Context: an optimization exercise on an open-source flow, tuned for small area, a short achievable clock period and few clock cycles per item. The choices shown serve that exercise and are no tape-out recipe. Where RTL was checked, it was by simulation tests only, not by an equivalence proof against the original.

Design sigmoid_unit, start of the top module:
module sigmoid_unit (
    input  wire               clk,
    input  wire               rst,
    input  wire               in_valid,
    input  wire signed [15:0] net_in,
    output wire               out_valid,
    output wire signed [31:0] f_net,
    output wire signed [31:0] x,
    output wire signed [31:0] y,
    output wire signed [31:0] z
);
reg [15:0] net_q;
reg        v0;
always @(posedge clk) begin
    net_q <= net_in;
    v0    <= in_valid & ~rst;
end
wire        s0 = net_q[15];
wire [15:0] d0 = ((net_q ^ {16{s0}}) + {15'd0, s0} + 16'd1000);
wire [10:0] tk9 = ~11'd1953;    
wire [10:0] df9;
wire        ge9;
pfxi_row_h3_r11_11_11 row9 (.t(tk9), .d(d0[10:0]), .hz(~|d0[15:11]), .ge(ge9), .r(df9));
wire [10:0] tr9 = df9;
wire [11:0] tk8 = {tr9, 1'b1};
wire [11:0] df8;
wire        ge8;
pfxi_row_h3_r12_12_12 row8 (.t(tk8), .d(d0[11:0]), .hz(~|d0[15:12]), .ge(ge8), .r(df8));
wire [11:0] tr8 = df8;
wire [12:0] tk7 = {tr8, 1'b1};
wire [12:0] df7;
wire        ge7;
pfxi_row_h3_r13_13_13 row7 (.t(tk7), .d(d0[12:0]), .hz(~|d0[15:13]), .ge(ge7), .r(df7));
wire [12:0] tr7 = df7;
wire [13:0] tk6 = {tr7, 1'b1};
wire [13:0] df6;
wire        ge6;
pfxi_row_h3_r14_14_14 row6 (.t(tk6), .d(d0[13:0]), .hz(~|d0[15:14]), .ge(ge6), .r(df6));
wire [13:0] tr6 = df6;
wire [14:0] tk5 = {tr6, 1'b0};
wire [14:0] df5;
wire        ge5;
pfxi_row_h3_r15_15_15 row5 (.t(tk5), .d(d0[14:0]), .hz(~|d0[15:15]), .ge(ge5), .r(df5));
wire [14:0] tr5 = df5;
reg [15:0] d1;
reg        s1;
  ...
For scale: roughly 1400 cells after synthesis, ~150 I/O pins, ~11000 um^2 of cells after synthesis.
Settings: LEC_CHECK=0, ABC_AREA=1, CAP_MARGIN=20, CORE_MARGIN=2, CORE_UTILIZATION=40, CTS_BUF_LIST=sky130_fd_sc_hd__clkbuf_8 sky130_fd_sc_hd__clkbuf_16, SLEW_MARGIN=20; clock period 62.0 ns.
standard.sh (not shown) runs the stock make flow with config.mk's settings and CLKGATE_MAP_FILE= SYNTH_SCRIPT=/design/flow/synth_recipe.tcl, a recipe that flattens the netlist after the stock synthesis.
==> flow/flow/run.sh <==
#!/bin/bash
set -euo pipefail
export BUFFER_PORTS_ARGS="-buffer_cell sky130_fd_sc_hd__buf_1"
# one tie cell drives all constant outputs
export SKIP_REPAIR_TIE_FANOUT=1
# stronger flip-flops where one drives several output buffers
export POST_GLOBAL_PLACE_TCL=$PWD/flow/upsize_out_ff.tcl UPSIZE_FF4_MIN=4 UPSIZE_FF2_MIN=2
bash standard.sh > standard.log 2>&1
==> flow/flow/upsize_out_ff.tcl <==
# Give the flip-flops that drive several output-port buffers (the copies of
# the sign bits, and the z bits that also drive f_net) a stronger drive.
set block [ord::get_db_block]
set n_up 0
foreach inst [$block getInsts] {
  if {[[$inst getMaster] getName] ne "sky130_fd_sc_hd__dfxtp_1"} { continue }
  set q [$inst findITerm Q]
  set net [$q getNet]
  if {$net eq "NULL"} { continue }
  set nout 0
  foreach it [$net getITerms] {
    if {[string match "output*" [[$it getInst] getName]]} { incr nout }
  }
  if {$nout >= $::env(UPSIZE_FF4_MIN)} {
    replace_cell [$inst getName] sky130_fd_sc_hd__dfxtp_4
    incr n_up
  } elseif {$nout >= $::env(UPSIZE_FF2_MIN)} {
    replace_cell [$inst getName] sky130_fd_sc_hd__dfxtp_2
    incr n_up
  }
}
puts "upsize_out_ff: resized $n_up flip-flops"
The first run went through all stages and came out clean.
Next try:
--- a/flow/config.mk
+++ b/flow/config.mk
@@ -12 +11,0 @@
-export CTS_BUF_LIST = sky130_fd_sc_hd__clkbuf_8 sky130_fd_sc_hd__clkbuf_16
Outcome: The changed run ran to the end with no violations; non-clock buffer count does not change; die area does not change; global-route usage does not change; cell area stays the same; critical path depth does not change; cell count does not change; first-iteration DRC count is unchanged; register-to-register slack barely changes; setup slack hardly moves.
Function was not checked in any run of this note: the RTL went through the layout flow alone.

---

Setup of alpha:
sigmoid_unit, a different RTL version from the one above (not shown whole).
Size: about 1500 cells after synthesis, about 150 I/O pins, roughly 0.011 mm^2 of cells after synthesis.
clock: 62.0 ns
lec_check: 0
abc_area: 1
cap_margin: 20
core_margin: 2
core_utilization: 40
cts_buf_list: sky130_fd_sc_hd__clkbuf_4 sky130_fd_sc_hd__clkbuf_8
slew_margin: 20
==> flow/flow/run.sh <==
#!/bin/bash
set -euo pipefail
export BUFFER_PORTS_ARGS="-buffer_cell sky130_fd_sc_hd__buf_1"
export SKIP_REPAIR_TIE_FANOUT=1
export SETUP_SLACK_MARGIN=49.3
bash standard.sh > standard.log 2>&1
Per the final summary, alpha finished and its layout is clean on timing, DRC and antenna.
Testbench counts of alpha, summed over its fixed seeds: cycles 16,024, items 16,000.
The following lists how beta was set up differently from alpha:
Settings: CTS_BUF_LIST now sky130_fd_sc_hd__clkbuf_8, was sky130_fd_sc_hd__clkbuf_4 sky130_fd_sc_hd__clkbuf_8.
==> flow/flow/run.sh <==
#!/bin/bash
set -euo pipefail
export BUFFER_PORTS_ARGS="-buffer_cell sky130_fd_sc_hd__buf_1"
# one tie cell drives all constant outputs
export SKIP_REPAIR_TIE_FANOUT=1
bash standard.sh > standard.log 2>&1
Notes after the runs:
- Relative to alpha, the share of post-route cells with drive strength above 1 of beta is lower by 10 points.
- Largest fanout on the critical path, beta and alpha: smaller value in alpha
- beta against alpha: routed wire length lost about 5%, post-layout instance area -about 5.6%, final worst-path cycle share level.
Edits applied to the flow inputs when going from beta to gamma:
Settings: a change of CORE_UTILIZATION from 40 to 60; a change of CTS_BUF_LIST from sky130_fd_sc_hd__clkbuf_8 to sky130_fd_sc_hd__clkbuf_4 sky130_fd_sc_hd__clkbuf_8.
Findings:
- gamma did not stop at any stage, and its layout met the timing, DRC and antenna checks.
- Compared with beta, in gamma wire length +about 7%; per-cell via count in the routed design +about 11%.
What delta does differently from gamma at the input level:
Settings: changing CORE_UTILIZATION from 60 to 40.
-- flow/flow/run.sh --
<<< gamma, line 5
export SKIP_REPAIR_TIE_FANOUT=1
bash standard.sh > standard.log 2>&1
>>> delta, line 5
export SKIP_REPAIR_TIE_FANOUT=1
# stronger flip-flops where one drives several output buffers
export POST_GLOBAL_PLACE_TCL=$PWD/flow/upsize_out_ff.tcl UPSIZE_FF4_MIN=4 UPSIZE_FF2_MIN=2
bash standard.sh > standard.log 2>&1
==> flow/flow/upsize_out_ff.tcl (new file) <==
# Give the flip-flops that drive several output-port buffers (the copies of
# the sign bits, and the z bits that also drive f_net) a stronger drive.
set block [ord::get_db_block]
set n_up 0
foreach inst [$block getInsts] {
  if {[[$inst getMaster] getName] ne "sky130_fd_sc_hd__dfxtp_1"} { continue }
  set q [$inst findITerm Q]
  set net [$q getNet]
  if {$net eq "NULL"} { continue }
  set nout 0
  foreach it [$net getITerms] {
    if {[string match "output*" [[$it getInst] getName]]} { incr nout }
  }
  if {$nout >= $::env(UPSIZE_FF4_MIN)} {
    replace_cell [$inst getName] sky130_fd_sc_hd__dfxtp_4
    incr n_up
  } elseif {$nout >= $::env(UPSIZE_FF2_MIN)} {
    replace_cell [$inst getName] sky130_fd_sc_hd__dfxtp_2
    incr n_up
  }
}
puts "upsize_out_ff: resized $n_up flip-flops"
==> comparison <==
Side by side, count of clock-net buffers in the final layout turned out higher in delta than in gamma.
Diff gamma -> delta | routed metal-1 wire length | down by a little under 10%
Re global-route wire length before repair: delta is about 3.4% down on gamma.
Relative to gamma, the final cell area reported for delta is higher.
Changes in epsilon relative to delta:
==> flow/flow/run.sh <==
#!/bin/bash
set -euo pipefail
export BUFFER_PORTS_ARGS="-buffer_cell sky130_fd_sc_hd__buf_1"
export SKIP_REPAIR_TIE_FANOUT=1
export SETUP_SLACK_MARGIN=48.9
bash standard.sh > standard.log 2>&1
removed: flow/flow/upsize_out_ff.tcl
Findings:
Taking delta as the reference, in epsilon placement-stage cell area has remained practically unchanged, number of buffers and inverters on the critical path now sits at about the same level, share of the core filled with cells grew by 1.6 points, layout filler cell count moved down. Compared with delta, epsilon degrades via count. Relative to delta, the met3 demand-to-capacity share in global routing of epsilon is higher by 0.65 points. Number of cells on the worst hold path came out exactly the same in delta and epsilon. Diff delta and epsilon: global routing usage on met2 lower in delta.

---

sigmoid_unit again, from the RTL that the note above started with.
## sigmoid_unit
module sigmoid_unit (
    input  wire               clk,
    input  wire               rst,
    input  wire               in_valid,
    input  wire signed [15:0] net_in,
    output wire               out_valid,
    output wire signed [31:0] f_net,
    output wire signed [31:0] x,
    output wire signed [31:0] y,
    output wire signed [31:0] z
);
Settings: LEC_CHECK=0, ABC_AREA=1, CAP_MARGIN=20, CORE_MARGIN=2, CORE_UTILIZATION=40, CTS_BUF_LIST=sky130_fd_sc_hd__clkbuf_2 sky130_fd_sc_hd__clkbuf_4 sky130_fd_sc_hd__clkbuf_8, SLEW_MARGIN=20; clock period 62.0 ns.
==> flow/flow/run.sh <==
#!/bin/bash
set -euo pipefail
export BUFFER_PORTS_ARGS="-buffer_cell sky130_fd_sc_hd__buf_1"
# one tie cell drives all constant outputs
export SKIP_REPAIR_TIE_FANOUT=1
bash standard.sh > standard.log 2>&1
The starting point finished clean.
Testbench counts at the start, summed over its fixed seeds: cycles 16,024, items 16,000.
Edit:
Settings changed: CTS_BUF_LIST sky130_fd_sc_hd__clkbuf_2 sky130_fd_sc_hd__clkbuf_4 sky130_fd_sc_hd__clkbuf_8 to default.
The new run finished with timing, DRC and antenna clean.
Flip-flop and latch count is unchanged.
Utilization rose by 0.34 points.
Cell area rose by 0.82%.
Worst hold slack gets worse by 4.7 ps.
Area after synthesis stays the same.
Global-route usage barely changes.
Via count is unchanged.
Count of clock-buffer cells in the layout does not change.
Wire length hardly moves.
Edit:
==> flow/flow/run.sh (replaced) <==
#!/bin/bash
set -euo pipefail
export BUFFER_PORTS_ARGS="-buffer_cell sky130_fd_sc_hd__buf_2"
bash standard.sh > standard.log 2>&1
Settings changed: CTS_CLUSTER_DIAMETER from default to 500, CTS_CLUSTER_SIZE from default to 100.
Effect:
- The changed run finished with timing, DRC and antenna clean
- cell count grows by 2.5%
- worst setup slack improves by 27 ps
- register-to-register slack improves by 240 ps
- flip-flop and latch count is unchanged
Edit:
==> flow/flow/run.sh (replaced) <==
#!/bin/bash
set -euo pipefail
export BUFFER_PORTS_ARGS="-buffer_cell sky130_fd_sc_hd__buf_1"

bash standard.sh > standard.log 2>&1
Settings changed: CTS_BUF_LIST from default to sky130_fd_sc_hd__clkbuf_4 sky130_fd_sc_hd__clkbuf_8, CTS_CLUSTER_DIAMETER 500 to default, CTS_CLUSTER_SIZE 100 to default.
The new run finished with timing, DRC and antenna clean. Non-clock buffer count goes down by 1. Global-route usage goes up by 0.27 points. Cell count barely changes. Die area is unchanged.
Edit:
==> flow/flow/run.sh (replaced) <==
#!/bin/bash
set -euo pipefail
export BUFFER_PORTS_ARGS="-buffer_cell sky130_fd_sc_hd__buf_1"
# one tie cell drives all constant outputs
export SKIP_REPAIR_TIE_FANOUT=1
# stronger flip-flops where one drives several output buffers
export POST_GLOBAL_PLACE_TCL=$PWD/flow/upsize_out_ff.tcl UPSIZE_FF4_MIN=4 UPSIZE_FF2_MIN=99
bash standard.sh > standard.log 2>&1
==> flow/flow/upsize_out_ff.tcl (new file) <==
# Give the flip-flops that drive several output-port buffers (the copies of
# the sign bits, and the z bits that also drive f_net) a stronger drive.
set block [ord::get_db_block]
set n_up 0
foreach inst [$block getInsts] {
  if {[[$inst getMaster] getName] ne "sky130_fd_sc_hd__dfxtp_1"} { continue }
  set q [$inst findITerm Q]
  set net [$q getNet]
  if {$net eq "NULL"} { continue }
  set nout 0
  foreach it [$net getITerms] {
    if {[string match "output*" [[$it getInst] getName]]} { incr nout }
  }
  if {$nout >= $::env(UPSIZE_FF4_MIN)} {
    replace_cell [$inst getName] sky130_fd_sc_hd__dfxtp_4
    incr n_up
  } elseif {$nout >= $::env(UPSIZE_FF2_MIN)} {
    replace_cell [$inst getName] sky130_fd_sc_hd__dfxtp_2
    incr n_up
  }
}
puts "upsize_out_ff: resized $n_up flip-flops"
The new run produced a clean layout.
Non-clock buffer count stays the same.
Via count decreases by 1.5%.
Final area decreases by 0.95%.
Clock skew increases by 3.1 ps.
Register-to-register slack is better by 70 ps.
Setup slack is better by 32 ps.
Wire length decreases by 1.9%.
Synthesized area does not change.
Worst hold slack is worse by 5.0 ps.
Edit:
==> flow/flow/run.sh (replaced) <==
#!/bin/bash
set -euo pipefail
export BUFFER_PORTS_ARGS="-buffer_cell sky130_fd_sc_hd__buf_1"
# one tie cell drives all constant outputs
export SKIP_REPAIR_TIE_FANOUT=1
bash standard.sh > standard.log 2>&1
removed: flow/flow/upsize_out_ff.tcl
The new run passed the timing, DRC and antenna checks.
First-iteration DRC count grows by 17%.
Utilization shrinks by 0.19 points.
Wire length is about the same.
Synthesized cell count does not change.
Sequential share of layout area stays flat.
Synthesized area stays the same.
Hold slack hardly moves.
Count of clock-buffer cells in the layout grows by 1.

## separate check: timing with driven ports
The results above use ideal ports. As a check the final layouts listed here were re-extracted and re-timed, cells and wires unchanged. Step 1 (the two cells are an assumption about what drives the block):
set clk [get_ports {clk}]
set_driving_cell -lib_cell sky130_fd_sc_hd__clkbuf_16 $clk
set_driving_cell -lib_cell sky130_fd_sc_hd__buf_2 [delete_from_list [all_inputs] $clk]
Step 2 adds t to the input delays and takes it off the output delays; t is the mean of the earliest and latest rising clock arrival at the registers after step 1. Input paths then give back, and output paths get back, about the clock's delay inside the block. Slacks: no drivers / after step 1 / after step 2; pairs: no drivers / after step 1.
run | t, ns | setup WS [ns] | clock arrival spread, ns | slew at the worst register clock pin (ns) | pins driven straight from the clock port
the first run of note 1 | 0.405 | 48.709 / 48.661 / 48.934 | 0.015 / 0.015 | 0.08 / 0.08 | 1
the second run of note 1 | 0.405 | 48.709 / 48.661 / 48.929 | 0.015 / 0.015 | 0.08 / 0.08 | 1
alpha | 0.442 | 48.681 / 48.640 / 49.082 | 0.024 / 0.024 | 0.12 / 0.12 | 1
beta | 0.423 | 48.658 / 48.618 / 49.042 | 0.025 / 0.025 | 0.11 / 0.11 | 1
gamma | 0.434 | 48.616 / 48.581 / 49.015 | 0.021 / 0.021 | 0.13 / 0.13 | 1
delta | 0.432 | 48.696 / 48.653 / 49.085 | 0.023 / 0.024 | 0.12 / 0.12 | 1
epsilon | 0.424 | 48.717 / 48.677 / 49.101 | 0.026 / 0.026 | 0.11 / 0.11 | 1
the first run of note 3 | 0.424 | 48.659 / 48.619 / 49.043 | 0.026 / 0.026 | 0.11 / 0.11 | 1
the second run of note 3 | 0.396 | 48.697 / 48.651 / 49.047 | 0.017 / 0.018 | 0.08 / 0.08 | 1
the third run of note 3 | 0.403 | 48.725 / 48.677 / 49.080 | 0.015 / 0.015 | 0.08 / 0.08 | 1
the fourth run of note 3 | 0.416 | 48.658 / 48.621 / 49.037 | 0.020 / 0.020 | 0.11 / 0.11 | 1
the fifth run of note 3 | 0.424 | 48.690 / 48.650 / 49.075 | 0.023 / 0.023 | 0.11 / 0.11 | 1
the sixth run of note 3 | 0.424 | 48.659 / 48.619 / 49.043 | 0.026 / 0.026 | 0.11 / 0.11 | 1
After both steps every run listed still meets setup and hold.
